This design comes from an exercise in tuning for small area on the open sky130 flow, not from production work.
Only simulation tests tie the RTL to the original design; equivalence was not proved.

==> flow/design.v <==
module decoder(
    input [1:0] pix_data,
    input [2:0] sel,
    output reg [7:0] decoded_pix_data
    );
always @(*) begin
    if (sel == 3'b111) begin                     
        if (pix_data == 2'b00) 
            decoded_pix_data = 8'b00000000;
        else if (pix_data == 2'b11)
            decoded_pix_data = 8'b11111111;
        else 
            decoded_pix_data = 8'b01100100;    
    end else if (sel == 3'b110) begin                  
        if (pix_data == 2'b00) 
            decoded_pix_data = 8'b00000000;
        else if (pix_data == 2'b11)
            decoded_pix_data = 8'b10010110;
        else 
            decoded_pix_data = 8'b00110010; 
    end else if (sel == 3'b001) begin                  
        if (pix_data == 2'b00) 
            decoded_pix_data = 8'b00000000;
        else if (pix_data == 2'b11)
            decoded_pix_data = 8'b10010110;
        else 
            decoded_pix_data = 8'b00110010;
    end else 
        decoded_pix_data = 8'b00000000;        
end   
endmodule
module pixel_memory_cubes (
    input  [9:0] pos,
    input  [8:0] height,
    output reg [1:0] pix_value
);
    wire       l3  = pos[3];
    wire [4:0] b   = height[8:4];
    wire [2:0] bm5 = b % 5;
    wire       par = (b / 5) & 1'b1;
    wire [2:0] am5 = (pos[9:4] + 6'd1 + (par ? {4'd0, 1'b1, l3} : 6'd0)) % 5;
    wire [6:0] u = {am5, l3 ^ par, pos[2:0]};
    wire [6:0] v = {bm5, height[3:0]};
    wire [7:0] s = u + v;
    always @(*) begin
        if (v == 7'd0 || v == 7'd79)
            pix_value = 2'd0;
        else if (v < 7'd40)
            pix_value = (u < v) ? 2'd1 : (s >= 8'd80) ? 2'd3 : 2'd0;
        else if (u <= 7'd39)
            pix_value = (u + 7'd39 >= v) ? 2'd1 : 2'd0;
        else
            pix_value = (s <= 8'd118) ? 2'd3 : 2'd0;
    end
endmodule
module pixel_memory_logo (
    input  [9:0] pos,
    input  [8:0] height,
    output reg [1:0] pix_value
);
    reg [3:0] rc;
    reg [5:0] cc;
    always @(*) begin
        rc = 4'd0;
        if (height >= 9'd361) rc = 4'd0;
        else if (height >= 9'd345) rc = 4'd14;
        else if (height >= 9'd329) rc = 4'd13;
        else if (height >= 9'd313) rc = 4'd12;
        else if (height >= 9'd297) rc = 4'd11;
        else if (height >= 9'd281) rc = 4'd10;
        else if (height >= 9'd249) rc = 4'd9;
        else if (height >= 9'd233) rc = 4'd8;
        else if (height >= 9'd217) rc = 4'd7;
        else if (height >= 9'd201) rc = 4'd6;
        else if (height >= 9'd185) rc = 4'd5;
        else if (height >= 9'd169) rc = 4'd4;
        else if (height >= 9'd153) rc = 4'd3;
        else if (height >= 9'd137) rc = 4'd2;
        else if (height >= 9'd120) rc = 4'd1;
        cc = 6'd0;
        if (pos >= 10'd721) cc = 6'd43;
        else if (pos >= 10'd704) cc = 6'd42;
        else if (pos >= 10'd689) cc = 6'd41;
        else if (pos >= 10'd672) cc = 6'd40;
        else if (pos >= 10'd657) cc = 6'd39;
        else if (pos >= 10'd640) cc = 6'd38;
        else if (pos >= 10'd625) cc = 6'd37;
        else if (pos >= 10'd609) cc = 6'd36;
        else if (pos >= 10'd608) cc = 6'd35;
        else if (pos >= 10'd593) cc = 6'd34;
        else if (pos >= 10'd592) cc = 6'd33;
        else if (pos >= 10'd577) cc = 6'd32;
        else if (pos >= 10'd561) cc = 6'd31;
        else if (pos >= 10'd560) cc = 6'd30;
        else if (pos >= 10'd545) cc = 6'd29;
        else if (pos >= 10'd544) cc = 6'd28;
        else if (pos >= 10'd529) cc = 6'd27;
        else if (pos >= 10'd528) cc = 6'd26;
        else if (pos >= 10'd513) cc = 6'd25;
        else if (pos >= 10'd512) cc = 6'd24;
        else if (pos >= 10'd497) cc = 6'd23;
        else if (pos >= 10'd496) cc = 6'd22;
        else if (pos >= 10'd481) cc = 6'd21;
        else if (pos >= 10'd480) cc = 6'd20;
        else if (pos >= 10'd465) cc = 6'd19;
        else if (pos >= 10'd464) cc = 6'd18;
        else if (pos >= 10'd449) cc = 6'd17;
        else if (pos >= 10'd432) cc = 6'd16;
        else if (pos >= 10'd417) cc = 6'd15;
        else if (pos >= 10'd400) cc = 6'd14;
        else if (pos >= 10'd385) cc = 6'd13;
        else if (pos >= 10'd368) cc = 6'd12;
        else if (pos >= 10'd353) cc = 6'd11;
        else if (pos >= 10'd337) cc = 6'd10;
        else if (pos >= 10'd336) cc = 6'd9;
        else if (pos >= 10'd320) cc = 6'd8;
        else if (pos >= 10'd313) cc = 6'd7;
        else if (pos >= 10'd296) cc = 6'd6;
        else if (pos >= 10'd289) cc = 6'd5;
        else if (pos >= 10'd272) cc = 6'd4;
        else if (pos >= 10'd256) cc = 6'd3;
        else if (pos >= 10'd241) cc = 6'd2;
        else if (pos >= 10'd224) cc = 6'd1;
        case ({rc, cc})
            {4'd1, 6'd1}: pix_value = 2'd1;
            {4'd1, 6'd2}: pix_value = 2'd1;
            {4'd1, 6'd3}: pix_value = 2'd1;
            {4'd1, 6'd4}: pix_value = 2'd1;
            {4'd1, 6'd8}: pix_value = 2'd1;
            {4'd1, 6'd9}: pix_value = 2'd1;
            {4'd1, 6'd10}: pix_value = 2'd1;
            {4'd1, 6'd11}: pix_value = 2'd1;
            {4'd1, 6'd12}: pix_value = 2'd1;
            {4'd2, 6'd1}: pix_value = 2'd1;
            {4'd2, 6'd4}: pix_value = 2'd1;
            {4'd2, 6'd8}: pix_value = 2'd1;
            {4'd2, 6'd9}: pix_value = 2'd1;
            {4'd2, 6'd12}: pix_value = 2'd1;
            {4'd3, 6'd1}: pix_value = 2'd1;
            {4'd3, 6'd4}: pix_value = 2'd1;
            {4'd3, 6'd8}: pix_value = 2'd1;
            {4'd3, 6'd9}: pix_value = 2'd1;
            {4'd3, 6'd12}: pix_value = 2'd1;
            {4'd3, 6'd14}: pix_value = 2'd1;
            {4'd3, 6'd16}: pix_value = 2'd1;
            {4'd4, 6'd1}: pix_value = 2'd1;
            {4'd4, 6'd4}: pix_value = 2'd1;
            {4'd4, 6'd8}: pix_value = 2'd1;
            {4'd4, 6'd9}: pix_value = 2'd1;
            {4'd4, 6'd12}: pix_value = 2'd1;
            {4'd4, 6'd16}: pix_value = 2'd1;
            {4'd4, 6'd20}: pix_value = 2'd1;
            {4'd4, 6'd21}: pix_value = 2'd1;
            {4'd4, 6'd22}: pix_value = 2'd1;
            {4'd4, 6'd24}: pix_value = 2'd1;
            {4'd4, 6'd25}: pix_value = 2'd1;
            {4'd4, 6'd26}: pix_value = 2'd1;
            {4'd4, 6'd28}: pix_value = 2'd1;
            {4'd4, 6'd29}: pix_value = 2'd1;
            {4'd4, 6'd30}: pix_value = 2'd1;
            {4'd4, 6'd31}: pix_value = 2'd1;
            {4'd4, 6'd33}: pix_value = 2'd1;
            {4'd4, 6'd34}: pix_value = 2'd1;
            {4'd4, 6'd35}: pix_value = 2'd1;
            {4'd4, 6'd36}: pix_value = 2'd1;
            {4'd4, 6'd37}: pix_value = 2'd1;
            {4'd4, 6'd38}: pix_value = 2'd1;
            {4'd5, 6'd1}: pix_value = 2'd1;
            {4'd5, 6'd4}: pix_value = 2'd1;
            {4'd5, 6'd5}: pix_value = 2'd1;
            {4'd5, 6'd6}: pix_value = 2'd1;
            {4'd5, 6'd7}: pix_value = 2'd1;
            {4'd5, 6'd8}: pix_value = 2'd1;
            {4'd5, 6'd9}: pix_value = 2'd1;
            {4'd5, 6'd12}: pix_value = 2'd1;
            {4'd5, 6'd14}: pix_value = 2'd1;
            {4'd5, 6'd16}: pix_value = 2'd1;
            {4'd5, 6'd18}: pix_value = 2'd1;
            {4'd5, 6'd19}: pix_value = 2'd1;
            {4'd5, 6'd20}: pix_value = 2'd1;
            {4'd5, 6'd24}: pix_value = 2'd1;
            {4'd5, 6'd25}: pix_value = 2'd1;
            {4'd5, 6'd26}: pix_value = 2'd1;
            {4'd5, 6'd27}: pix_value = 2'd1;
            {4'd5, 6'd28}: pix_value = 2'd1;
            {4'd5, 6'd33}: pix_value = 2'd1;
            {4'd5, 6'd34}: pix_value = 2'd1;
            {4'd5, 6'd35}: pix_value = 2'd1;
            {4'd5, 6'd38}: pix_value = 2'd1;
            {4'd6, 6'd1}: pix_value = 2'd1;
            {4'd6, 6'd12}: pix_value = 2'd1;
            {4'd6, 6'd14}: pix_value = 2'd1;
            {4'd6, 6'd16}: pix_value = 2'd1;
            {4'd6, 6'd17}: pix_value = 2'd1;
            {4'd6, 6'd18}: pix_value = 2'd1;
            {4'd6, 6'd24}: pix_value = 2'd1;
            {4'd6, 6'd25}: pix_value = 2'd1;
            {4'd6, 6'd26}: pix_value = 2'd1;
            {4'd6, 6'd33}: pix_value = 2'd1;
            {4'd6, 6'd34}: pix_value = 2'd1;
            {4'd6, 6'd35}: pix_value = 2'd1;
            {4'd6, 6'd38}: pix_value = 2'd1;
            {4'd7, 6'd1}: pix_value = 2'd1;
            {4'd7, 6'd3}: pix_value = 2'd0;
            {4'd7, 6'd4}: pix_value = 2'd0;
            {4'd7, 6'd5}: pix_value = 2'd0;
            {4'd7, 6'd6}: pix_value = 2'd0;
            {4'd7, 6'd7}: pix_value = 2'd0;
            {4'd7, 6'd8}: pix_value = 2'd0;
            {4'd7, 6'd9}: pix_value = 2'd0;
            {4'd7, 6'd10}: pix_value = 2'd0;
            {4'd7, 6'd12}: pix_value = 2'd1;
            {4'd7, 6'd14}: pix_value = 2'd1;
            {4'd7, 6'd16}: pix_value = 2'd1;
            {4'd7, 6'd18}: pix_value = 2'd1;
            {4'd7, 6'd19}: pix_value = 2'd1;
            {4'd7, 6'd20}: pix_value = 2'd1;
            {4'd7, 6'd24}: pix_value = 2'd1;
            {4'd7, 6'd25}: pix_value = 2'd1;
            {4'd7, 6'd26}: pix_value = 2'd1;
            {4'd7, 6'd33}: pix_value = 2'd1;
            {4'd7, 6'd34}: pix_value = 2'd1;
            {4'd7, 6'd35}: pix_value = 2'd1;
            {4'd7, 6'd38}: pix_value = 2'd1;
            {4'd8, 6'd1}: pix_value = 2'd1;
            {4'd8, 6'd6}: pix_value = 2'd0;
            {4'd8, 6'd12}: pix_value = 2'd1;
            {4'd8, 6'd14}: pix_value = 2'd1;
            {4'd8, 6'd16}: pix_value = 2'd1;
            {4'd8, 6'd20}: pix_value = 2'd1;
            {4'd8, 6'd21}: pix_value = 2'd1;
            {4'd8, 6'd22}: pix_value = 2'd1;
            {4'd8, 6'd24}: pix_value = 2'd1;
            {4'd8, 6'd25}: pix_value = 2'd1;
            {4'd8, 6'd26}: pix_value = 2'd1;
            {4'd8, 6'd33}: pix_value = 2'd1;
            {4'd8, 6'd34}: pix_value = 2'd1;
            {4'd8, 6'd35}: pix_value = 2'd1;
            {4'd8, 6'd36}: pix_value = 2'd1;
            {4'd8, 6'd37}: pix_value = 2'd1;
            {4'd8, 6'd38}: pix_value = 2'd1;
            {4'd9, 6'd1}: pix_value = 2'd1;
            {4'd9, 6'd6}: pix_value = 2'd0;
            {4'd10, 6'd1}: pix_value = 2'd1;
            {4'd10, 6'd6}: pix_value = 2'd0;
            {4'd10, 6'd9}: pix_value = 2'd0;
            {4'd10, 6'd10}: pix_value = 2'd0;
            {4'd10, 6'd11}: pix_value = 2'd0;
            {4'd10, 6'd12}: pix_value = 2'd0;
            {4'd10, 6'd14}: pix_value = 2'd0;
            {4'd10, 6'd15}: pix_value = 2'd0;
            {4'd10, 6'd16}: pix_value = 2'd0;
            {4'd10, 6'd18}: pix_value = 2'd0;
            {4'd10, 6'd19}: pix_value = 2'd0;
            {4'd10, 6'd20}: pix_value = 2'd0;
            {4'd10, 6'd21}: pix_value = 2'd0;
            {4'd10, 6'd22}: pix_value = 2'd0;
            {4'd10, 6'd23}: pix_value = 2'd0;
            {4'd10, 6'd24}: pix_value = 2'd0;
            {4'd10, 6'd26}: pix_value = 2'd0;
            {4'd10, 6'd27}: pix_value = 2'd0;
            {4'd10, 6'd28}: pix_value = 2'd0;
            {4'd10, 6'd30}: pix_value = 2'd0;
            {4'd10, 6'd31}: pix_value = 2'd0;
            {4'd10, 6'd32}: pix_value = 2'd0;
            {4'd10, 6'd33}: pix_value = 2'd0;
            {4'd10, 6'd35}: pix_value = 2'd0;
            {4'd10, 6'd36}: pix_value = 2'd0;
            {4'd10, 6'd38}: pix_value = 2'd0;
            {4'd11, 6'd1}: pix_value = 2'd1;
            {4'd11, 6'd6}: pix_value = 2'd0;
            {4'd11, 6'd12}: pix_value = 2'd0;
            {4'd11, 6'd14}: pix_value = 2'd0;
            {4'd11, 6'd22}: pix_value = 2'd0;
            {4'd11, 6'd23}: pix_value = 2'd0;
            {4'd11, 6'd24}: pix_value = 2'd0;
            {4'd11, 6'd26}: pix_value = 2'd0;
            {4'd11, 6'd27}: pix_value = 2'd0;
            {4'd11, 6'd28}: pix_value = 2'd0;
            {4'd11, 6'd29}: pix_value = 2'd0;
            {4'd11, 6'd30}: pix_value = 2'd0;
            {4'd11, 6'd35}: pix_value = 2'd0;
            {4'd11, 6'd36}: pix_value = 2'd0;
            {4'd11, 6'd38}: pix_value = 2'd0;
            {4'd11, 6'd39}: pix_value = 2'd0;
            {4'd11, 6'd40}: pix_value = 2'd0;
            {4'd11, 6'd41}: pix_value = 2'd0;
            {4'd11, 6'd42}: pix_value = 2'd0;
            {4'd12, 6'd1}: pix_value = 2'd1;
            {4'd12, 6'd6}: pix_value = 2'd0;
            {4'd12, 6'd9}: pix_value = 2'd0;
            {4'd12, 6'd10}: pix_value = 2'd0;
            {4'd12, 6'd11}: pix_value = 2'd0;
            {4'd12, 6'd12}: pix_value = 2'd0;
            {4'd12, 6'd14}: pix_value = 2'd0;
            {4'd12, 6'd15}: pix_value = 2'd0;
            {4'd12, 6'd16}: pix_value = 2'd0;
            {4'd12, 6'd18}: pix_value = 2'd0;
            {4'd12, 6'd19}: pix_value = 2'd0;
            {4'd12, 6'd20}: pix_value = 2'd0;
            {4'd12, 6'd21}: pix_value = 2'd0;
            {4'd12, 6'd22}: pix_value = 2'd0;
            {4'd12, 6'd23}: pix_value = 2'd0;
            {4'd12, 6'd24}: pix_value = 2'd0;
            {4'd12, 6'd26}: pix_value = 2'd0;
            {4'd12, 6'd27}: pix_value = 2'd0;
            {4'd12, 6'd28}: pix_value = 2'd0;
            {4'd12, 6'd35}: pix_value = 2'd0;
            {4'd12, 6'd36}: pix_value = 2'd0;
            {4'd12, 6'd38}: pix_value = 2'd0;
            {4'd12, 6'd40}: pix_value = 2'd0;
            {4'd12, 6'd42}: pix_value = 2'd0;
            {4'd13, 6'd1}: pix_value = 2'd1;
            {4'd13, 6'd6}: pix_value = 2'd0;
            {4'd13, 6'd9}: pix_value = 2'd0;
            {4'd13, 6'd10}: pix_value = 2'd0;
            {4'd13, 6'd12}: pix_value = 2'd0;
            {4'd13, 6'd16}: pix_value = 2'd0;
            {4'd13, 6'd18}: pix_value = 2'd0;
            {4'd13, 6'd19}: pix_value = 2'd0;
            {4'd13, 6'd20}: pix_value = 2'd0;
            {4'd13, 6'd22}: pix_value = 2'd0;
            {4'd13, 6'd23}: pix_value = 2'd0;
            {4'd13, 6'd24}: pix_value = 2'd0;
            {4'd13, 6'd26}: pix_value = 2'd0;
            {4'd13, 6'd27}: pix_value = 2'd0;
            {4'd13, 6'd28}: pix_value = 2'd0;
            {4'd13, 6'd35}: pix_value = 2'd0;
            {4'd13, 6'd36}: pix_value = 2'd0;
            {4'd13, 6'd38}: pix_value = 2'd0;
            {4'd13, 6'd42}: pix_value = 2'd0;
            {4'd14, 6'd1}: pix_value = 2'd1;
            {4'd14, 6'd6}: pix_value = 2'd0;
            {4'd14, 6'd9}: pix_value = 2'd0;
            {4'd14, 6'd10}: pix_value = 2'd0;
            {4'd14, 6'd11}: pix_value = 2'd0;
            {4'd14, 6'd12}: pix_value = 2'd0;
            {4'd14, 6'd14}: pix_value = 2'd0;
            {4'd14, 6'd15}: pix_value = 2'd0;
            {4'd14, 6'd16}: pix_value = 2'd0;
            {4'd14, 6'd18}: pix_value = 2'd0;
            {4'd14, 6'd19}: pix_value = 2'd0;
            {4'd14, 6'd20}: pix_value = 2'd0;
            {4'd14, 6'd21}: pix_value = 2'd0;
            {4'd14, 6'd22}: pix_value = 2'd0;
            {4'd14, 6'd23}: pix_value = 2'd0;
            {4'd14, 6'd24}: pix_value = 2'd0;
            {4'd14, 6'd26}: pix_value = 2'd0;
            {4'd14, 6'd27}: pix_value = 2'd0;
            {4'd14, 6'd28}: pix_value = 2'd0;
            {4'd14, 6'd35}: pix_value = 2'd0;
            {4'd14, 6'd36}: pix_value = 2'd0;
            {4'd14, 6'd38}: pix_value = 2'd0;
            {4'd14, 6'd42}: pix_value = 2'd0;
            default: pix_value = 2'd3;
        endcase
    end
endmodule
module pixel_memory_choco_bar (
    input  [9:0] pos,
    input  [8:0] height,
    output reg [1:0] pix_value
);
    wire [7:0] xa = pos[9:2] - 8'd41;
    wire [6:0] yb = height[8:2] - 7'd10;
    wire [4:0] xm = xa % 8'd25;
    wire [4:0] ym = yb % 7'd25;
    wire [6:0] u = {xm, pos[1:0]};                
    wire [6:0] v = {ym, height[1:0]};             
    wire [7:0] s = u + v;
    wire in_y = (height >= 9'd41) && (height <= 9'd439);
    wire in_x = (pos >= 10'd163) && (pos <= 10'd763);
    reg t;
    always @(*) begin
        if (v >= 7'd25 && v <= 7'd74)
            t = (u <= 7'd23) || (s >= 8'd100 && u <= 7'd74);
        else
            t = (s <= 8'd98);
        if (!(in_x && in_y))
            pix_value = 2'd0;
        else if (pos == 10'd163 || t)
            pix_value = 2'd3;
        else
            pix_value = 2'd1;
    end
endmodule
module frame_timing_gen (
    input clk,
    input rst,
    input en,
    output reg fval,
    output reg dval,
    output reg lval,
    output lval_negedge_out,
    output fval_posedge_out,
    output reg [9:0] line_pos,
    output reg [8:0] line_counter
    );
localparam POS0 = 63;                   
localparam [18:0] FVAL_CNT_0    = 19'h00001;
localparam [18:0] FVAL_CNT_1    = 19'h00002;
localparam [18:0] FVAL_CNT_LAST = 19'h501b7;    
reg [18:0] counter_fval;
reg fval_samp;
reg lval_samp;
reg en_samp; 
wire fval_posedge = fval && !fval_samp; 
wire lval_negedge = !lval && lval_samp; 
wire en_posedge = en && !en_samp; 
assign lval_negedge_out = lval_negedge;
assign fval_posedge_out = fval_posedge;
wire last_line   = (line_counter >= 9'd479);
wire fval_wrap   = (counter_fval == FVAL_CNT_LAST);
wire [18:0] fval_step = {counter_fval[17:0],
                         counter_fval[18] ^ counter_fval[17] ^ counter_fval[16] ^ counter_fval[13]};
wire in_lines    = (line_pos >= POS0);                  
wire line_end    = (line_pos == POS0 + 900);            
always @(posedge clk or posedge rst) begin
    if (rst == 1) begin
        counter_fval <= FVAL_CNT_0;
        line_pos <= POS0 - 49;
        line_counter <= 0;
        fval <= 1'b0;
        lval <= 1'b0;
        dval <= 1'b0;
        fval_samp <= 1'b0;
        lval_samp <= 1'b0;
        en_samp <= 1'b0;
    end else begin
        en_samp <= en;
        fval_samp <= fval;
        lval_samp <= lval;
        if (en && fval_wrap)
            fval <= 1'b1;
        else if (lval_negedge && last_line)
            fval <= 1'b0;
        else if (en_posedge)
            fval <= 1'b1;
        if (en)
            counter_fval <= fval_wrap ? FVAL_CNT_1 : fval_step;
        else if (fval_posedge)
            counter_fval <= FVAL_CNT_1;
        if (!fval)
            line_pos <= POS0 - 49;
        else if (line_end)
            line_pos <= POS0 + 1;
        else
            line_pos <= line_pos + 1;
        if (fval_posedge)
            line_counter <= 0;
        else if (lval_negedge)
            line_counter <= line_counter + 1;
        lval <= fval && in_lines && (line_pos < POS0 + 800 || line_end);
        dval <= lval && (line_pos >= POS0 + 80) && (line_pos < POS0 + 720) && (line_counter < 9'd480);
    end
end
endmodule
module frame_pattern_gen (
    input clk,
    input rst,
    input [2:0] sel,
    input dval,
    input lval_negedge,
    input fval_posedge,
    input [9:0] line_pos,
    input [8:0] line_counter,
    output reg [7:0] pix_value
    );
localparam COL0 = 144;                  
reg [1:0] repeat1;
reg [7:0] reg_pix_value;
reg [1:0] pix_logo;
reg [1:0] pix_cubes;
reg [1:0] pix_choco_bar;
wire [1:0] new_logo;
wire [1:0] new_cubes;
wire [1:0] new_choco_bar;
wire [7:0] decoded_pix_value_logo;
wire [7:0] decoded_pix_value_cubes;
wire [7:0] decoded_pix_value_choco_bar;
wire image_sel = (sel == 3'b001) || (sel == 3'b110) || (sel == 3'b111);
pixel_memory_logo PIX_MEM_LOGO (
    .pos(line_pos), 
    .height(line_counter),
    .pix_value(new_logo)
);
pixel_memory_cubes PIX_MEM_CUBES (
    .pos(line_pos), 
    .height(line_counter), 
    .pix_value(new_cubes)
);
pixel_memory_choco_bar PIX_MEM_CHOCO_BAR (
    .pos(line_pos), 
    .height(line_counter), 
    .pix_value(new_choco_bar)
);
decoder DECODER_LOGO (
    .pix_data(pix_logo),
    .sel(sel),
    .decoded_pix_data(decoded_pix_value_logo)
);
decoder DECODER_CUBES (
    .pix_data(pix_cubes),
    .sel(sel),
    .decoded_pix_data(decoded_pix_value_cubes)    
);
decoder DECODER_CHOCO_BAR (
    .pix_data(pix_choco_bar),
    .sel(sel),
    .decoded_pix_data(decoded_pix_value_choco_bar)    
);
wire col_zero = (line_pos < COL0 - 81) || (line_pos > COL0 + 720);
wire [7:0] col_le;
genvar j;
generate
    for (j = 1; j <= 7; j = j + 1) begin : COL_LE
        assign col_le[j] = col_zero || (line_pos <= COL0 + 80 * j);
    end
endgenerate
assign col_le[0] = 1'b0;
wire col_mod3_zero = (line_pos % 3 == 0);
always @(posedge clk or posedge rst) begin
    if (rst == 1) begin
      repeat1 <= 1;
      reg_pix_value <= 0;
      pix_logo <= 2'b11;
      pix_cubes <= 2'b00;
      pix_choco_bar <= 2'b00;
      pix_value <= 0;
    end else begin
        if (lval_negedge) begin
            pix_value <= 0;                 
            reg_pix_value <= 0;
        end            
        if (fval_posedge) begin
            repeat1 <= 1;
            pix_value <= 0;          
            reg_pix_value <= 0;
            pix_logo <= 2'b11;
            pix_cubes <= 2'b00;
            pix_choco_bar <= 2'b00;
        end
        if (!dval)
            pix_value <= 0;
        if (dval && image_sel) begin
            pix_logo <= new_logo;
            pix_cubes <= new_cubes;
            pix_choco_bar <= new_choco_bar;
        end
        if (sel == 3'b000) begin
            if (line_counter < 30 ||
            (line_counter >= 120 && line_counter < 150) ||
            (line_counter >= 240 && line_counter < 270) ||
            (line_counter >= 360 && line_counter < 390) ) begin
                if (dval)
                    pix_value <= 8'b00000000; 
            end else if (line_counter < 60 ||
            (line_counter >= 150 && line_counter < 180) ||
            (line_counter >= 270 && line_counter < 300) ||
            (line_counter >= 390 && line_counter < 420) ) begin
                if (dval)
                    pix_value <= 8'b01010101;
            end else if (line_counter < 90 ||
            (line_counter >= 180 && line_counter < 210) ||
            (line_counter >= 300 && line_counter < 330) ||
            (line_counter >= 420 && line_counter < 450) ) begin
                if (dval)
                    pix_value <= 8'b10101010;
            end else if (line_counter < 120 ||
            (line_counter >= 210 && line_counter < 240) ||
            (line_counter >= 330 && line_counter < 360) ||
            (line_counter >= 450 && line_counter < 480) ) begin
                if (dval)
                    pix_value <= 8'b11111111;
            end
        end
        if (sel == 3'b001) begin
            if (dval == 1)
                pix_value <= decoded_pix_value_choco_bar;    
        end
        if (sel == 3'b010) begin
            if (repeat1 == 2'd3) begin 
                if (dval) begin
                    pix_value <= reg_pix_value;
                    if (col_mod3_zero)
                        reg_pix_value <= reg_pix_value + 1;                   
                end
            end else
                repeat1 <= repeat1 + 1;    
        end
        if (sel == 3'b011) begin
            if (line_counter < 60 || 
            (line_counter >= 120 && line_counter < 180) || 
            (line_counter >= 240 && line_counter < 300) || 
            (line_counter >= 360 && line_counter < 420) ) begin
                if (col_le[1])      pix_value <= 8'b00000000;   
                else if (col_le[2]) pix_value <= 8'b11111111; 
                else if (col_le[3]) pix_value <= 8'b00000000; 
                else if (col_le[4]) pix_value <= 8'b11111111; 
                else if (col_le[5]) pix_value <= 8'b00000000; 
                else if (col_le[6]) pix_value <= 8'b11111111; 
                else if (col_le[7]) pix_value <= 8'b00000000; 
                else                pix_value <= 8'b11111111; 
            end else if (line_counter < 480) begin
                if (col_le[1])      pix_value <= 8'b11111111;   
                else if (col_le[2]) pix_value <= 8'b00000000; 
                else if (col_le[3]) pix_value <= 8'b11111111; 
                else if (col_le[4]) pix_value <= 8'b00000000; 
                else if (col_le[5]) pix_value <= 8'b11111111; 
                else if (col_le[6]) pix_value <= 8'b00000000; 
                else if (col_le[7]) pix_value <= 8'b11111111; 
                else                pix_value <= 8'b00000000; 
            end else begin
                pix_value <= 8'b11111111;
            end
        end
        if (sel == 3'b110) begin
            if (dval == 1)
                pix_value <= decoded_pix_value_cubes;    
        end
        if (sel == 3'b111) begin
            if (dval == 1)
                pix_value <= decoded_pix_value_logo;    
        end  
    end
end
endmodule
module frame_gen #(
    parameter FPS               = 30,
    parameter CLK_FREQ_HZ       = 13200000,
    parameter FVAL2LVAL         = 50,
    parameter LVAL2DVAL         = 80,
    parameter WIDTH             = 640,
    parameter HEIGHT            = 480,
    parameter LVAL_HIGH         = 800,
    parameter LVAL_LOW          = 100,
    parameter BPP               = 8
)(
    input clk,
    input rst,
    input en,                
    input [2:0] sel,         
    output fval,
    output lval,
    output dval,
    output [BPP-1:0] pix_data
    );
wire lval_negedge_out;
wire fval_posedge_out;
wire [9:0] line_pos;
wire [8:0] line_counter;
frame_timing_gen FRAME_TIME_GEN (
    .clk(clk),
    .rst(rst),
    .en(en),
    .fval(fval),
    .lval(lval),
    .dval(dval),
    .lval_negedge_out(lval_negedge_out),
    .fval_posedge_out(fval_posedge_out),
    .line_pos(line_pos),
    .line_counter(line_counter)
);  
frame_pattern_gen FRAME_PAT_GEN (
    .clk(clk),
    .rst(rst),
    .sel(sel),
    .dval(dval),
    .lval_negedge(lval_negedge_out),
    .fval_posedge(fval_posedge_out),
    .line_pos(line_pos),
    .line_counter(line_counter),
    .pix_value(pix_data)
);    
endmodule
==> flow/run.sh <==
#!/bin/bash
# synth_recipe.tcl (not shown) runs the flow's synth.tcl, then flattens the netlist and writes it again
# the make line also repeats each setting of config.mk as NAME=value (left out here)
make -C /OpenROAD-flow-scripts/flow DESIGN_CONFIG=/design/flow/config.mk WORK_HOME=/design/flow/orfs CLKGATE_MAP_FILE= SYNTH_SCRIPT=/design/flow/synth_recipe.tcl finish
==> flow/config.mk <==
export PLATFORM = sky130hd
export DESIGN_NAME = frame_gen
export DESIGN_NICKNAME = frame_gen
export VERILOG_FILES = /design/flow/design.v
export SDC_FILE = /design/flow/constraint.sdc
export NUM_CORES = 4
export LEC_CHECK = 0
export CAP_MARGIN = 20
export CORE_MARGIN = 2
export CORE_UTILIZATION = 40
export SLEW_MARGIN = 20
export SYNTH_MEMORY_MAX_BITS = 1048576
==> flow/constraint.sdc <==
create_clock -name core_clock -period 100.0 [get_ports {clk}]
set_input_delay 20.0000 -clock core_clock [delete_from_list [all_inputs] [get_ports {clk}]]
set_output_delay 20.0000 -clock core_clock [all_outputs]
set_load 0.01 [all_outputs]
==> qor.txt, run 1 <==
FF-to-FF setup slack: 90120 ps
# diodes: 0
Post-synthesis sequential area ratio: 15.4%
CP Buf/Inv Count: 1
Max Cap Violations: 0
Syn_area_per_cell: 7.06 um2
Hold Slack: 487 ps
Post-synth top flop: dfrtp_1
Worst Reg2Reg Path Length in Cells: 45
Routed wire length: 35.6 mm
Initial DRT Pass Iterations: 8
Pin count of the biggest net entering global routing: 69
H-tree levels: 3
Fmax: 0.0434 GHz
Final number of max-transition violations: 0
Synthesized flop and latch total: 68
TritonCTS clock tree: done
Post-synth ARST share: 100%
Post-CTS sizing: 0
CP Class: in2reg
Hold Path Stages: 0
Num CTS Buffers: 9
CTS sink cnt: 68
Setup TNS: 0 ps
Synth warn: 6
Synthesized Nets: 1661
Crit path depth: 10
Crit path max fanout: 15
DIE AREA: 29000 um2
Reg2reg start: FRAME_TIME_GEN.line_counter[6]$_DFFE_PP0P_
Vias in the first global route: 11.0k
Critical Path, Cell by Cell: clkdlybuf4s50_1 -> nor2_1 -> nand2_1 -> nor2_1 -> o21ai_0 -> a41oi_1 -> o221ai_1 -> a211oi_4 -> o21ai_0 -> o21ai_1
Hold EP: FRAME_TIME_GEN.lval_samp$_DFF_PP0_
Crit end category: flip-flop
RSZ-0062 raised after global routing: false
EDFF count, synth: 0
Period Utilization, post-route: 23.0%
Final count of negative-setup-slack endpoints: 0
Root Buffer: clkbuf_16
Total GRT Usage: 24.6%
Core Region: 27100 um2
Gate Count Post-Synth: 1569
Clk buf depth: 2
Hold Buf Count CTS: 0
Top Ports: 17
Worst r2r dst: FRAME_PAT_GEN.pix_cubes[1]$_DFFE_PP0P_
Antenna violations before repair: 0
Fillcell total: 2797
Skew final: 7.99 ps
Insertion delay to the later sink of the worst-skew pair: 340 ps
Post-synth cell types: 103
Routed vias/inst: 6.33
CP delay by family, top: compound AO/OA/AOI/OAI gates
Initial Util: 40.9%
Period minus WS final: 23020 ps
Post-Syn Area: 11100 um2
DRC Markers: 0
Post-route ant nets: 0
GRT overflow: 0
Routed len/inst: 18.8 um
Post-CTS setup buffer count: 0
Die width: 170 um
CTS clk-pin slew, worst paths: 60 ps
Layout net count: 1612
DPL Wire Length: 26.1 mm
Area growth syn-to-layout: 6.06%
Layout cells sized above 1: 6.16%
Rel. slew slack: 34.3%
DIE HEIGHT: 170 um
Hold Crit Class: reg2reg
Required @ worst endpoint: 100260 ps
Startpoint types: input port
DR iter-0 viols: 1452
GP Congestion: 0.951
Worst Path Arrival: 23280 ps
Final hold violation count: 0
Vias post-DR: 12.0k
Port Buffer Count: 16
Slowest cell delay on critical path: 750 ps
CP max stage cell: nor2_1
First-pass GRT wire length: 58.9 mm
Row cnt: 60
Slew @ Worst Pin: 986 ps
Worst Hold Launch: FRAME_TIME_GEN.lval$_DFF_PP0_
Run status: timing/DRC/antenna clean
-- metal layers --
layer | GRT usage (%) | wire, um
met1 | 35.4 | 16500
met2 | 38.4 | 15800
met3 | 2.26 | 2180
met4 | 8.10 | 1060
met5 | 0 | 0
-- synthesized netlist by cell type, drive strengths merged (10+ instances only) --
cell | instances | share of area, %
a211oi | 15 | 1.1
a21boi | 13 | 0.88
a21o | 16 | 1.1
a21oi | 112 | 5.1
a22o | 15 | 1.2
a22oi | 10 | 0.68
a31o | 10 | 0.79
a31oi | 20 | 1.3
and2 | 23 | 1.3
and3 | 15 | 0.85
buf | 37 | 1.6
clkbuf | 61 | 2.1
dfrtp | 61 | 14
ha | 84 | 9.5
inv | 58 | 2.0
mux2i | 21 | 2.0
nand2 | 161 | 5.5
nand2b | 28 | 1.6
nand3 | 55 | 2.5
nand3b | 11 | 0.75
nand4 | 13 | 0.73
nor2 | 163 | 5.6
nor2b | 26 | 1.5
nor3 | 50 | 2.4
nor4 | 14 | 1.1
o211ai | 17 | 1.2
o21a | 19 | 1.3
o21ai | 155 | 7.0
o221ai | 13 | 1.0
o22ai | 17 | 0.96
o31ai | 12 | 0.94
or3 | 12 | 0.68
xnor2 | 50 | 4.0
-- worst register-to-register path: cells and delay by family (launching register included) --
kind | cells | cell delay (ps)
buffers and inverters | 6 | 1240
xor gates and xnor gates | 2 | 840
AOI/OAI and AO/OA | 15 | 2930
adders and majority gates | 9 | 2290
and+or+nand+nor | 13 | 2110
DFF | 1 | 320
-- how the worst max path moves through the flow --
stage | start | to
after CTS | sel[0] | FRAME_PAT_GEN.reg_pix_value[3]$_DFF_PP0_
after global routing | sel[0] | FRAME_PAT_GEN.reg_pix_value[4]$_DFF_PP0_
after detailed placement | sel[0] | FRAME_PAT_GEN.reg_pix_value[3]$_DFF_PP0_
after floorplan | sel[2] | FRAME_PAT_GEN.pix_value[5]$_DFF_PP0_
after global placement | sel[0] | FRAME_PAT_GEN.reg_pix_value[2]$_DFF_PP0_
final | sel[0] | FRAME_PAT_GEN.reg_pix_value[7]$_DFF_PP0_
-- cell type report --
class	count	area, um2	share of cell area [%]
well taps	372	465	3.96
clock buffers	9	225	1.92
clock inverters	7	57.6	0.490
multi-input cells	1337	8710	74.2
inverters	66	248	2.11
repair buffers	38	325	2.77
flip-flops and latches	68	1710	14.6
-- placed cells by master, fill, tap and decap left out, types with 9 or more instances in the layout --
cell type,Yosys,final
nand2b_1,28,28
nand3b_1,11,11
o21ai_0,137,137
nor2_1,162,161
nor4_1,11,11
or3_1,12,12
clkdlybuf4s50_1,0,16
a21oi_1,110,110
ha_1,84,84
o211ai_1,17,17
buf_4,0,22
o21ai_1,18,18
o31ai_1,11,11
o221ai_1,13,13
nor3_1,48,48
o22ai_1,17,17
clkbuf_16,0,9
nand2_1,161,161
and3_1,15,15
xnor2_1,50,50
and2_1,21,21
nand3_1,54,54
dfrtp_1,61,61
a22o_1,15,15
a21o_1,16,16
a21boi_0,13,13
a31oi_1,19,19
nor2b_1,26,26
xor2_1,9,9
a211oi_1,14,14
mux2i_1,20,20
a22oi_1,10,10
o21a_1,19,19
inv_1,56,55
o32ai_1,9,9
nand4_1,13,13
-- logic make-up after synthesis --
| logic type | Yosys count | synth area share (%) |
|---|---|---|
| buf+inv | 164 | 5.90 |
| mux | 29 | 2.86 |
| flops | 68 | 15.4 |
| xor+xnor | 59 | 4.67 |
| compound gates | 555 | 33.9 |
| fa+ha+maj | 88 | 10.0 |
| simple gates | 606 | 27.2 |
-- metrics by stage --
step	util (%)	std cells	setup slack [ps]	area, um2
6_report	43.3	1897	76980	11700
2_1_floorplan	-	1569	77910	11100
3_3_place_gp	42.3	1881	76830	11500
4_1_cts	43.3	1897	77010	11700
3_5_place_dp	42.3	1881	76660	11500
5_1_grt	43.3	1897	76490	11700
-- sequential cells by signal (all words and copies together), names as in the netlist --
signal                       flops
FRAME_TIME_GEN.counter_fval     19
FRAME_TIME_GEN.line_pos         10
FRAME_TIME_GEN.line_counter      9
FRAME_PAT_GEN.pix_value          8
FRAME_PAT_GEN.reg_pix_value      8
FRAME_PAT_GEN.pix_choco_bar      2
FRAME_PAT_GEN.pix_cubes          2
FRAME_PAT_GEN.pix_logo           2
FRAME_PAT_GEN.repeat1            2
FRAME_TIME_GEN.dval              1
FRAME_TIME_GEN.en_samp           1
FRAME_TIME_GEN.fval              1
FRAME_TIME_GEN.fval_samp         1
FRAME_TIME_GEN.lval              1
FRAME_TIME_GEN.lval_samp         1
==> run 2: changes to the inputs <==
==> flow/flow/run.sh (new file) <==
#!/bin/bash
# Layout flow: the standard ORFS flow, with its synthesis step run by
# synth_recipe_mod.tcl (see flow/patch_synth.py) instead of synth_recipe.tcl.
# Each tool's output goes to a log of its own: ORFS writes
# orfs/logs/<platform>/frame_gen/base/*.log, and this script writes
# flow_patch.log (the script patch) and flow_make.log (make, DEF export).
set -euo pipefail
HERE=$(pwd)
cp flow/synth_recipe_mod.tcl flow/abc_min.script "$HERE/"
python3 flow/patch_synth.py "$FLOW_HOME/scripts/synth.tcl" "$HERE/synth_mod.tcl" > flow_patch.log 2>&1
grep -q 'SYNTH_SCRIPT=' standard.sh
sed -e "s#SYNTH_SCRIPT=[^ ]*#SYNTH_SCRIPT=$HERE/synth_recipe_mod.tcl#" standard.sh > flow_standard_mod.sh
bash flow_standard_mod.sh finish > flow_make.log 2>&1
test -f out/final.def
==> flow/flow/abc_min.script (new file) <==
strash
&get -n
&fraig -x
&put
scorr
dc2
strash
&get -n
&dch -f
&nf -R 1000
&put
==> flow/flow/synth_recipe_mod.tcl (new file) <==
proc synth {args} { yosys synth -nofsm -noshare {*}$args }
source [file dirname [info script]]/synth_mod.tcl
# left out here: clear keep_hierarchy, flatten, clean up, hide names made inside functions, write 1_2_yosys.v
==> flow/flow/patch_synth.py (new file) <==
# Writes synth_mod.tcl: ORFS's synth.tcl with three changes for a smaller
# netlist; everything up to and including the flip-flop mapping is the same,
# so the registers (names, count, cell types) are those of the standard
# synthesis.
#  1. no Kogge-Stone carry-lookahead map for adders and comparators;
#  2. no extraction of full/half adder cells (abc maps that logic);
#  3. abc runs flow/abc_min.script, an area-oriented script.
import sys
src, dst = sys.argv[1], sys.argv[2]
s = open(src).read()
old = '''  set synth_full_args [concat $synth_full_args \\
    "-extra-map $::env(FLOW_HOME)/platforms/common/lcu_kogge_stone.v"]'''
assert old in s
s = s.replace(old, '  # (no Kogge-Stone carry-lookahead map)')
i = s.index('# Technology mapping of adders')
j = s.index('# Technology mapping of latches')
s = s[:i] + '# (adders are left to abc)\n\n' + s[j:]
old = '  log_cmd abc {*}$abc_args\n'
assert old in s
s = s.replace(old, '  log_cmd abc -script [file dirname [info script]]/abc_min.script {*}[lrange $abc_args 2 end]\n')
open(dst, 'w').write(s)
==> flow/standard.sh (new file) <==
#!/bin/bash
# synth_recipe.tcl (not shown) runs the flow's synth.tcl, then flattens the netlist and writes it again
# the make line also repeats each setting of config.mk as NAME=value (left out here)
make -C /OpenROAD-flow-scripts/flow DESIGN_CONFIG=/design/flow/config.mk WORK_HOME=/design/flow/orfs CLKGATE_MAP_FILE= SYNTH_SCRIPT=/design/flow/synth_recipe.tcl "${@:-finish}"
removed: flow/run.sh
==> qor.txt, run 2 <==
Hold Path Stages: 0 (unchanged)
GRT overflow: 0 (unchanged)
Setup TNS: 0 ps (unchanged)
Core Region: 16700 um2 (was 27100 um2)
DRC Markers: 0 (unchanged)
Num CTS Buffers: 9 (unchanged)
Total GRT Usage: 23.6% (was 24.6%)
Routed len/inst: 16.8 um (was 18.8 um)
Pin count of the biggest net entering global routing: 69 (unchanged)
Critical Path, Cell by Cell: clkdlybuf4s50_1 -> or3b_1 -> nor2_1 -> and2_0 -> o311ai_0 -> a21oi_1 -> and2_0 -> and3_1 -> and2_0 -> nand4_1 -> a21oi_1 -> a21oi_1 (was clkdlybuf4s50_1 -> nor2_1 -> nand2_1 -> nor2_1 -> o21ai_0 -> a41oi_1 -> o221ai_1 -> a211oi_4 -> o21ai_0 -> o21ai_1)
Period minus WS final: 23040 ps (was 23020 ps)
Max Cap Violations: 0 (unchanged)
Required @ worst endpoint: 100220 ps (was 100260 ps)
Mux cell area share after synthesis: 0.764% (was 2.86%)
Post-Synth XOR/XNOR Area: 7.26% (was 4.67%)
Post-synth top flop: dfrtp_1 (unchanged)
CTS sink cnt: 68 (unchanged)
Port Buffer Count: 16 (unchanged)
Dominant cell type by area after synthesis: dfrtp_1 (unchanged)
Commonest non-fill, non-tap cells in the layout: nand2_1, nor2_1, a21oi_1 (was nor2_1, nand2_1, o21ai_0)
Hold EP: FRAME_TIME_GEN.lval_samp$_DFF_PP0_ (unchanged)
GP Congestion: 0.937 (was 0.951)
# diodes: 0 (unchanged)
Hold Buf Count CTS: 0 (unchanged)
Final number of max-transition violations: 0 (unchanged)
Largest family of logic cells by synthesized area: compound AO/OA/AOI/OAI gates (unchanged)
CP Buf/Inv Count: 1 (unchanged)
Layout net count: 1042 (was 1612)
Post-route ant nets: 0 (unchanged)
Worst Hold Launch: FRAME_TIME_GEN.lval$_DFF_PP0_ (unchanged)
Worst r2r dst: FRAME_PAT_GEN.pix_choco_bar[1]$_DFFE_PP0P_ (was FRAME_PAT_GEN.pix_cubes[1]$_DFFE_PP0P_)
Final count of negative-setup-slack endpoints: 0 (unchanged)
Top Usage Layer GRT: met2 (unchanged)
Reg2reg start: FRAME_TIME_GEN.line_pos[2]$_DFF_PP1_ (was FRAME_TIME_GEN.line_counter[6]$_DFFE_PP0P_)
Row cnt: 47 (was 60)
Area share of fa/ha/maj cells after synthesis: 1.16% (was 10.0%)
Fillcell total: 1720 (was 2797)
DIE AREA: 18300 um2 (was 29000 um2)
Post-synthesis sequential area ratio: 24.9% (was 15.4%)
Met3 usage: 2.36% (was 2.26%)
Initial Util: 41.2% (was 40.9%)
First-pass GRT wire length: 35.3 mm (was 58.9 mm)
Routed wire length: 21.2 mm (was 35.6 mm)
DR iter-0 viols: 743 (was 1452)
Max FFs per register: 19 (unchanged)
Simple-Gate Fraction of Synth Area: 32.1% (was 27.2%)
Root Buffer: clkbuf_16 (unchanged)
Die width: 135 um (was 170 um)
Gate Count Post-Synth: 1002 (was 1569)
Post-synth ARST share: 100% (unchanged)
Vias in the first global route: 6871 (was 11.0k)
Slowest cell delay on critical path: 600 ps (was 750 ps)
Synthesized Nets: 1008 (was 1661)
Post-synth cell types: 61 (was 103)
Largest Register: FRAME_TIME_GEN.counter_fval (unchanged)
RSZ-0062 raised after global routing: false (unchanged)
Area growth syn-to-layout: 11.7% (was 6.06%)
Clk buf depth: 2 (unchanged)
Startpoint types: input port (unchanged)
Skew final: 10.2 ps (was 7.99 ps)
Complex-gate fraction of the synthesized area: 32.4% (was 33.9%)
Period Utilization, post-route: 23.0% (about the same)
EDFF count, synth: 0 (unchanged)
Fmax: 0.0434 GHz (about the same)
Synth top area cells: dfrtp_1, nand2_1, a21oi_1 (was dfrtp_1, ha_1, o21ai_0)
DIE HEIGHT: 135 um (was 170 um)
Final hold violation count: 0 (unchanged)
Hold Slack: 507 ps (was 487 ps)
Post-CTS setup buffer count: 0 (unchanged)
CTS clk-pin slew, worst paths: 60 ps (about the same)
Slew @ Worst Pin: 1020 ps (was 986 ps)
Routed vias/inst: 6.03 (was 6.33)
Worst Path Arrival: 23250 ps (was 23280 ps)
Vias post-DR: 7605 (was 12.0k)
Top cells by count, synth: nand2_1, nor2_1, a21oi_1, o21ai_0, dfrtp_1 (was nor2_1, nand2_1, o21ai_0, a21oi_1, ha_1)
Hold Crit Class: reg2reg (unchanged)
Post-CTS sizing: 0 (unchanged)
Synthesized flop and latch total: 68 (unchanged)
Layout cells sized above 1: 3.17% (was 6.16%)
Most common cell in the netlist: nand2_1 (was nor2_1)
FF-to-FF setup slack: 91940 ps (was 90120 ps)
Rel. slew slack: 31.0% (was 34.3%)
Insertion delay to the later sink of the worst-skew pair: 340 ps (about the same)
CP delay by family, top: simple AND/OR/NAND/NOR gates (was compound AO/OA/AOI/OAI gates)
TritonCTS clock tree: done (unchanged)
Crit end category: flip-flop (unchanged)
Syn_area_per_cell: 6.87 um2 (was 7.06 um2)
Crit path max fanout: 9 (was 15)
Top Ports: 17 (unchanged)
Synth warn: 6 (unchanged)
CP Class: in2reg (unchanged)
Antenna violations before repair: 0 (unchanged)
Worst Reg2Reg Path Length in Cells: 35 (was 45)
DPL Wire Length: 15.6 mm (was 26.1 mm)
Post-Syn Area: 6880 um2 (was 11100 um2)
Most common cell after layout, fill and taps aside: nand2_1
Run status: timing/DRC/antenna clean (unchanged)
H-tree levels: 3 (unchanged)
Initial DRT Pass Iterations: 5 (was 8)
Top Registers: FRAME_TIME_GEN.counter_fval (19), FRAME_TIME_GEN.line_pos (10), FRAME_TIME_GEN.line_counter (9) (unchanged)
GR Util met2: 36.1% (was 38.4%)
Yosys top cell area share: 22.2% (was 13.8%)
CP max stage cell: clkdlybuf4s50_1 (was nor2_1)
Met1 Usage GRT: 35.2% (was 35.4%)
-- run 2: through the flow --
step | setup WS (ps) | std cells | util [%] | area (um2)
6_report | 76960 | 1261 | 46.0 | 7680
5_1_grt | 76580 | 1261 | 46.0 | 7680
4_1_cts | 77000 | 1261 | 46.0 | 7670
3_5_place_dp | 76670 | 1245 | 44.1 | 7370
3_3_place_gp | 76720 | 1245 | 44.1 | 7370
2_1_floorplan | 77620 | 1002 | - | 6880
-- run 2: area by class of cell --
cell class | instances | area (um2) | area share, %
Multi-Input combinational cell | 908 | 5080 | 66.1
Sequential cell | 68 | 1710 | 22.3
Tap cell | 220 | 275 | 3.58
Clock buffer | 9 | 225 | 2.93
Timing Repair Buffer | 23 | 213 | 2.77
Inverter | 26 | 97.6 | 1.27
Clock inverter | 7 | 82.6 | 1.08
-- run 2: kinds of logic after synthesis --
kind of cell,Yosys count
xor gates and xnor gates,57
AOI/OAI and AO/OA,360
adders and majority gates,8
buffers and inverters,26
and+or+nand+nor,478
muxes,5
DFF,68
-- run 2: worst max path at each step --
stage / slack [ps] / from / depth (start not counted) / to
after floorplan: 77620 / sel[2] / 11 / FRAME_PAT_GEN.reg_pix_value[7]$_DFF_PP0_
after global placement: 76720 / sel[1] / 12 / FRAME_PAT_GEN.reg_pix_value[7]$_DFF_PP0_
after detailed placement: 76670 / sel[1] / 12 / FRAME_PAT_GEN.reg_pix_value[7]$_DFF_PP0_
after CTS: 77000 / sel[1] / 12 / FRAME_PAT_GEN.reg_pix_value[7]$_DFF_PP0_
after global routing: 76580 / sel[1] / 12 / FRAME_PAT_GEN.reg_pix_value[7]$_DFF_PP0_
final: 76960 / sel[1] / 12 / FRAME_PAT_GEN.reg_pix_value[7]$_DFF_PP0_
-- run 2: routing by layer --
| metal | vias up | wire, um |
|---|---|---|
| li1 | 3774 | - |
| met5 | - | 0 |
| met3 | 28 | 1110 |
| met4 | 0 | 394 |
| met2 | 267 | 9380 |
| met1 | 3536 | 10300 |

==> afterwards: timing with drivers on the ports <==
Ports are ideal in the flow. The routed layouts listed here were re-timed in OpenROAD. Step 1: set_driving_cell puts a clkbuf_16 on clk and a buf_2 on each other input, an assumption about the parent block. Step 2 moves the port delays by t, midway between the first and last clock arrival at a register: inputs arrive t later, outputs are due t later. That takes back most of the time a late clock gives input paths. a / b / c = ideal ports / drivers / drivers and shift; a / b = the first two.
run	shift t [ns]	setup WS [ns]	slew at the worst register clock pin (ns)	pins driven straight from the clock port
run 1	0.375	76.984 / 76.991 / 76.616	0.07 / 0.07	1
run 2	0.374	76.962 / 76.981 / 76.606	0.07 / 0.07	1
After both steps every run listed still meets setup and hold. The setup slack of run 1, which loses most, moves by +0.007 ns with the drivers and by -0.368 ns with both steps.
